This design comes from an exercise in tuning for small area and a short achievable clock period on the open sky130 flow, not from production work.
Only simulation tests tie the RTL to the original design; equivalence was not proved.

$ cat design/flow/config.mk
export PLATFORM = sky130hd
export DESIGN_NAME = rrc_filter
export DESIGN_NICKNAME = rrc_filter
export VERILOG_FILES = /design/flow/design.v
export SDC_FILE = /design/flow/constraint.sdc
export NUM_CORES = 4
export LEC_CHECK = 0
export CAP_MARGIN = 20
export CORE_MARGIN = 2
export CORE_UTILIZATION = 40
export SLEW_MARGIN = 20
$ cat design/flow/run.sh
#!/bin/bash
# synth_recipe.tcl (not shown) runs the flow's synth.tcl, then flattens the netlist and writes it again
# the make line also repeats each setting of config.mk as NAME=value (left out here)
make -C /OpenROAD-flow-scripts/flow DESIGN_CONFIG=/design/flow/config.mk WORK_HOME=/design/flow/orfs CLKGATE_MAP_FILE= SYNTH_SCRIPT=/design/flow/synth_recipe.tcl finish
$ cat design/flow/constraint.sdc
create_clock -name core_clock -period 10.5 [get_ports {clk}]
set_input_delay 2.1000 -clock core_clock [delete_from_list [all_inputs] [get_ports {clk}]]
set_output_delay 2.1000 -clock core_clock [all_outputs]
set_load 0.01 [all_outputs]
$ cat design/flow/design.v
`timescale 1ns / 1ps
module rrc_filter #(
	parameter WIDTH = 9
)(
	input logic clk,
	input logic rst,
	input logic signed [WIDTH-1:0] filter_in,
	output logic signed [WIDTH-1:0] filter_out
);
	logic signed [WIDTH-1:0] shift_reg_out [0:31];
	logic signed [2*WIDTH-1:0] mul_sum [0:32];
	logic signed [23:0] acc_sum;
	integer i;
	always @(posedge clk or posedge rst) begin
		if(rst) begin
			for(i = 0; i < 32; i=i+1) begin
				shift_reg_out[i] <= 9'b0;
			end
		end
		else begin
			shift_reg_out[0] <= filter_in;
			for(i = 0; i < 31; i=i+1) begin
				shift_reg_out[i+1] <= shift_reg_out[i];
			end
		end
	end
	multiplier_9b #(.WIDTH(9)) MUL0(.mul_in(filter_in), .coefficient(9'd0), .mul_out(mul_sum[0]));
	multiplier_9b #(.WIDTH(9)) MUL1(.mul_in(shift_reg_out[0]), .coefficient(-9'd1), .mul_out(mul_sum[1]));
	multiplier_9b #(.WIDTH(9)) MUL2(.mul_in(shift_reg_out[1]), .coefficient(9'd1),.mul_out(mul_sum[2]));
	multiplier_9b #(.WIDTH(9)) MUL3(.mul_in(shift_reg_out[2]), .coefficient(9'd0),.mul_out(mul_sum[3]));
	multiplier_9b #(.WIDTH(9)) MUL4(.mul_in(shift_reg_out[3]), .coefficient(-9'd1),.mul_out(mul_sum[4]));
	multiplier_9b #(.WIDTH(9)) MUL5(.mul_in(shift_reg_out[4]), .coefficient(9'd2),.mul_out(mul_sum[5]));
	multiplier_9b #(.WIDTH(9)) MUL6(.mul_in(shift_reg_out[5]), .coefficient(9'd0),.mul_out(mul_sum[6]));
	multiplier_9b #(.WIDTH(9)) MUL7(.mul_in(shift_reg_out[6]), .coefficient(-9'd2),.mul_out(mul_sum[7]));
	multiplier_9b #(.WIDTH(9)) MUL8(.mul_in(shift_reg_out[7]), .coefficient(9'd2),.mul_out(mul_sum[8]));
	multiplier_9b #(.WIDTH(9)) MUL9(.mul_in(shift_reg_out[8]), .coefficient(9'd0),.mul_out(mul_sum[9]));
	multiplier_9b #(.WIDTH(9)) MUL10(.mul_in(shift_reg_out[9]), .coefficient(-9'd6),.mul_out(mul_sum[10]));
	multiplier_9b #(.WIDTH(9)) MUL11(.mul_in(shift_reg_out[10]), .coefficient(9'd8),.mul_out(mul_sum[11]));
	multiplier_9b #(.WIDTH(9)) MUL12(.mul_in(shift_reg_out[11]), .coefficient(9'd10),.mul_out(mul_sum[12]));
	multiplier_9b #(.WIDTH(9)) MUL13(.mul_in(shift_reg_out[12]), .coefficient(-9'd28),.mul_out(mul_sum[13]));
	multiplier_9b #(.WIDTH(9)) MUL14(.mul_in(shift_reg_out[13]), .coefficient(-9'd14),.mul_out(mul_sum[14]));
	multiplier_9b #(.WIDTH(9)) MUL15(.mul_in(shift_reg_out[14]), .coefficient(9'd111),.mul_out(mul_sum[15]));
	multiplier_9b #(.WIDTH(9)) MUL16(.mul_in(shift_reg_out[15]), .coefficient(9'd196),.mul_out(mul_sum[16]));
	multiplier_9b #(.WIDTH(9)) MUL17(.mul_in(shift_reg_out[16]), .coefficient(9'd111),.mul_out(mul_sum[17]));
	multiplier_9b #(.WIDTH(9)) MUL18(.mul_in(shift_reg_out[17]), .coefficient(-9'd14),.mul_out(mul_sum[18]));
	multiplier_9b #(.WIDTH(9)) MUL19(.mul_in(shift_reg_out[18]), .coefficient(-9'd28),.mul_out(mul_sum[19]));
	multiplier_9b #(.WIDTH(9)) MUL20(.mul_in(shift_reg_out[19]), .coefficient(9'd10),.mul_out(mul_sum[20]));
	multiplier_9b #(.WIDTH(9)) MUL21(.mul_in(shift_reg_out[20]), .coefficient(9'd8),.mul_out(mul_sum[21]));
	multiplier_9b #(.WIDTH(9)) MUL22(.mul_in(shift_reg_out[21]), .coefficient(-9'd6),.mul_out(mul_sum[22]));
	multiplier_9b #(.WIDTH(9)) MUL23(.mul_in(shift_reg_out[22]), .coefficient(9'd0),.mul_out(mul_sum[23]));
	multiplier_9b #(.WIDTH(9)) MUL24(.mul_in(shift_reg_out[23]), .coefficient(9'd2),.mul_out(mul_sum[24]));
	multiplier_9b #(.WIDTH(9)) MUL25(.mul_in(shift_reg_out[24]), .coefficient(-9'd2),.mul_out(mul_sum[25]));
	multiplier_9b #(.WIDTH(9)) MUL26(.mul_in(shift_reg_out[25]), .coefficient(9'd0),.mul_out(mul_sum[26]));
	multiplier_9b #(.WIDTH(9)) MUL27(.mul_in(shift_reg_out[26]), .coefficient(9'd2),.mul_out(mul_sum[27]));
	multiplier_9b #(.WIDTH(9)) MUL28(.mul_in(shift_reg_out[27]), .coefficient(-9'd1),.mul_out(mul_sum[28]));
	multiplier_9b #(.WIDTH(9)) MUL29(.mul_in(shift_reg_out[28]), .coefficient(9'd0),.mul_out(mul_sum[29]));
	multiplier_9b #(.WIDTH(9)) MUL30(.mul_in(shift_reg_out[29]), .coefficient(9'd1),.mul_out(mul_sum[30]));
	multiplier_9b #(.WIDTH(9)) MUL31(.mul_in(shift_reg_out[30]), .coefficient(-9'd1),.mul_out(mul_sum[31]));
	multiplier_9b #(.WIDTH(9)) MUL32(.mul_in(shift_reg_out[31]), .coefficient(9'd0),.mul_out(mul_sum[32]));
	always_comb begin : accumulate_sum
		acc_sum = mul_sum[0] + mul_sum[1] + mul_sum[2] + mul_sum[3] + mul_sum[4] + 
		mul_sum[5] + mul_sum[6] + mul_sum[7] + mul_sum[8] + mul_sum[9] + 
		mul_sum[10] + mul_sum[11] + mul_sum[12] + mul_sum[13] + mul_sum[14] + 
		mul_sum[15] + mul_sum[16] + mul_sum[17] + mul_sum[18] + mul_sum[19] + 
		mul_sum[20] + mul_sum[21] + mul_sum[22] + mul_sum[23] + mul_sum[24] + 
		mul_sum[25] + mul_sum[26] + mul_sum[27] + mul_sum[28] + mul_sum[29] + 
		mul_sum[30] + mul_sum[31] + mul_sum[32];  
	end
	logic signed [15:0] trunc_frac_sum;
	assign trunc_frac_sum = acc_sum[23:8];
	always_ff @( posedge clk or posedge rst ) begin : blockName
		if(rst) begin
			filter_out <= 0;
		end
		else if(trunc_frac_sum > 255) begin
			filter_out <= 255;
		end
		else if(trunc_frac_sum < -256) begin
			filter_out <= -256;
		end
		else begin
			filter_out <= trunc_frac_sum;
		end
	end
endmodule
module multiplier_9b #(
	parameter WIDTH = 9
)(
	input logic signed [WIDTH-1:0] mul_in,
	input logic signed [WIDTH-1:0] coefficient,
	output logic signed [2*WIDTH-1:0] mul_out
);
	assign mul_out = mul_in * coefficient;
endmodule
==> qor.txt <==
status - finished clean
Die H - 256 µm
Crit Path Max Fanout - 8
hold path cells - 0
via/cell ratio - 4.66
vias in the first global route - 16.4k
number of synthesized flops with an enable pin - 0
CTS max path bufs - 3
Hold Fails Final Rpt - 0
Syn Std Cell Area - 0.0254 mm²
Root Buffer - clkbuf_16
RSZ-0062 raised after global routing - false
max-slew violations - 0
port bufs - 19
fin nets - 3000
hold path startpoint - shift_reg_out[22][5]$_DFF_PP0_
diode count - 0
DRT Wirelength - 53.8 mm
reg-to-reg startpoint - shift_reg_out[16][4]$_DFF_PP0_
GRT overflow - 0
Initial Util - 40.4%
Setup Skew - 0.0227 ns
Crit. End Element - register
critical path launch point type - register
CTS tree - done
synth warn - 4
worst reg2reg setup slack - 0.42 ns
commonest non-fill, non-tap cells in the layout - 605 x inv_1, 406 x fa_1, 326 x ha_1
capture point of the worst reg-to-reg path - filter_out[5]$_DFF_PP0_
Num CTS Buffers - 35
1st-iter DRT viols - 837
post-synthesis sequential area ratio - 28.3%
Data required, critical path - 10.92 ns
Post-synth ARST share - 100%
Hold Path End - shift_reg_out[23][5]$_DFF_PP0_
std cell rows - 92
number of max-cap violations - 0
drt wl/cell - 17.2 µm
WS Path Type - reg -> reg
Syn Nets - 2931
die width - 256 µm
DRC Markers - 0
largest net degree at the start of global routing - 157
core footprint - 0.0630 mm²
Slew HR - 38.7%
Synth Flop Type - dfrtp_1
I/O pins - 20
GPL Wtd Cong - 0.846
crit path max-delay cell type - fa_1
Worst Path Buf+Inv - 7
crit-path max cell delay - 0.54 ns
syn avg cell area - 11.7 µm²
fillcell total - 5829
fin crit period - 10.08 ns
FF-to-FF path depth - 34
TritonRoute pass-1 iters - 5
most common cell after layout, fill and taps aside - inv_1
total negative slack - 0 ns
gate count after technology mapping - 2181
fin crit share - 96.0%
worst slew pin tran - 0.913 ns
library cells used by synthesis - 54
Detailed Place HPWL - 45.4 mm
crit path DAT - 10.50 ns
fmax - 99.2 MHz
Detail Route Antenna Nets - 0
cts hold-fix bufs - 0
Worst-Skew Late Latency - 0.55 ns
CTS sink count - 288
register clock-pin slew on the reported worst setup and hold paths - 0.06 ns
Syn-to-layout area delta - 10.9%
Die ar. - 0.0657 mm²
share of layout cells above drive strength 1 - 5.58%
vias - 14.6k
all-layer global routing usage - 17.4%
first-pass GRT wire length - 89.5 mm
Critical Path Most Common Cell - fa_1
hold crit path type - reg -> reg
kind of cell adding the most delay to the critical path - adder cells
initial antenna violation count - 0
H-tree Lvls - 2
Final setup viols - 0
#FFs+latches synth - 288
cell families after synthesis:
| logic type | after synthesis | share of synthesized area [%] |
|---|---|---|
| adder cells (fa/ha/maj) | 739 | 48.4 |
| buffers and inverters | 613 | 9.10 |
| flip-flops | 288 | 28.3 |
| AO/OA/AOI/OAI | 232 | 5.99 |
| AND/OR/NAND/NOR | 171 | 3.44 |
| XOR/XNOR | 137 | 4.71 |
| multiplexers | 1 | 0.0393 |
worst max path at each step:
stage               slack (ns)                 endpoint                           start  cells past startpoint
finish                    0.42  filter_out[5]$_DFF_PP0_  shift_reg_out[16][4]$_DFF_PP0_                     34
global route             0.005  filter_out[5]$_DFF_PP0_  shift_reg_out[14][0]$_DFF_PP0_                     37
CTS                       0.02  filter_out[5]$_DFF_PP0_  shift_reg_out[14][0]$_DFF_PP0_                     35
detailed placement        0.09  filter_out[5]$_DFF_PP0_  shift_reg_out[14][0]$_DFF_PP0_                     36
global placement          0.31  filter_out[3]$_DFF_PP0_  shift_reg_out[14][3]$_DFF_PP0_                     35
floorplan                 0.37  filter_out[0]$_DFF_PP0_  shift_reg_out[14][8]$_DFF_PP0_                     35
state kept, by name, indices dropped and copies added (netlist names):
name / cells
filter_out: 9
shift_reg_out: 279
Yosys cell counts (2+ instances only):
master / count / area [µm²]
nand2_1: 36 / 135
fa_1: 409 / 8190
dfrtp_1: 288 / 7210
nor3_1: 15 / 75.1
xnor2_1: 90 / 788
nand3b_1: 2 / 15.0
a211oi_1: 6 / 45.0
o21ai_1: 27 / 135
nand4b_1: 2 / 17.5
o21ai_0: 23 / 115
o41ai_1: 2 / 17.5
nand2b_1: 15 / 93.8
inv_1: 607 / 2280
and2_1: 6 / 37.5
a2111o_1: 2 / 22.5
a21oi_1: 69 / 345
a31oi_1: 5 / 31.3
a21o_1: 41 / 308
clkbuf_1: 4 / 15.0
o21bai_1: 14 / 105
and3_1: 8 / 50.1
o211a_1: 2 / 20.0
or4_1: 2 / 15.0
or2_2: 9 / 56.3
a211o_1: 5 / 43.8
nor2_1: 33 / 124
xor2_1: 47 / 412
o21a_1: 12 / 90.1
nor2b_1: 15 / 93.8
a21boi_1: 6 / 45.0
or3_1: 5 / 31.3
nor4_1: 4 / 25.0
nor3b_1: 2 / 15.0
nand3_1: 14 / 70.1
a2111oi_2: 2 / 30.0
nand4_1: 2 / 12.5
buf_6: 2 / 22.5
ha_1: 330 / 4130
a31o_1: 3 / 26.3
routing by layer:
layer  vias to the layer above  wire length [µm]  global-route usage (%)
li1                       6800                 -                       -
met1                      7501             24700                    24.7
met2                       190             26300                    28.9
met3                        59              1780                    2.02
met4                         0              1080                    3.96
met5                         -                 0                       0
per-stage QoR:
stage / setup slack, ns / instances / hold slack, ns / util, % / area (µm²)
after detailed placement: 0.0919 / 3055 / 0.335 / 42.6 / 26800
after CTS: 0.0179 / 3119 / 0.337 / 44.5 / 28000
after global routing: 0.00477 / 3123 / 0.347 / 44.8 / 28200
final: 0.424 / 3123 / 0.335 / 44.8 / 28200
after global placement: 0.310 / 3055 / 0.331 / 42.6 / 26800
after floorplan: 0.368 / 2181 / 0.331 / - / 25400
cell type report:
| cell class | count | area [µm²] | area share [%] |
|---|---|---|---|
| Clock buffer | 52 | 1060 | 3.76 |
| Multi-Input combinational cell | 1280 | 16100 | 57.1 |
| Clock inverter | 12 | 139 | 0.492 |
| Tap cell | 846 | 1060 | 3.75 |
| Sequential cell | 288 | 7220 | 25.6 |
| Timing Repair Buffer | 38 | 345 | 1.22 |
| Inverter | 607 | 2290 | 8.10 |
what timing repair did:
item                                    4_1_cts  5_1_grt
gates resized for setup                       0       40
endpoints found under the setup margin        0        9
setup buffers                                 0        4
hold endpoints to repair                      0        0

## re-timing with driven ports
Ports are ideal in the flow. The routed layout listed here was re-timed in OpenROAD.
Step 1 assumes that a clkbuf_16 drives the clock port and a buf_2 every other input.
Step 2, shift: input delay + t, output delay - t, t = (earliest + latest rising clock arrival at the registers) / 2. This alone moves slack from input paths to output paths.
a / b / c = no drivers / after step 1 / after step 2; a / b = the first two.
t, ns: 0.595
setup slack, ns: 0.424 / 0.424 / 0.424
worst setup path at the end: register to register
worst register clock-pin slew, ns: 0.07 / 0.07
pins driven straight from the clock port: 1
After both steps this run still meets setup and hold. The setup slack of this run moves by 0.000 ns with the drivers and by 0.000 ns with both steps.
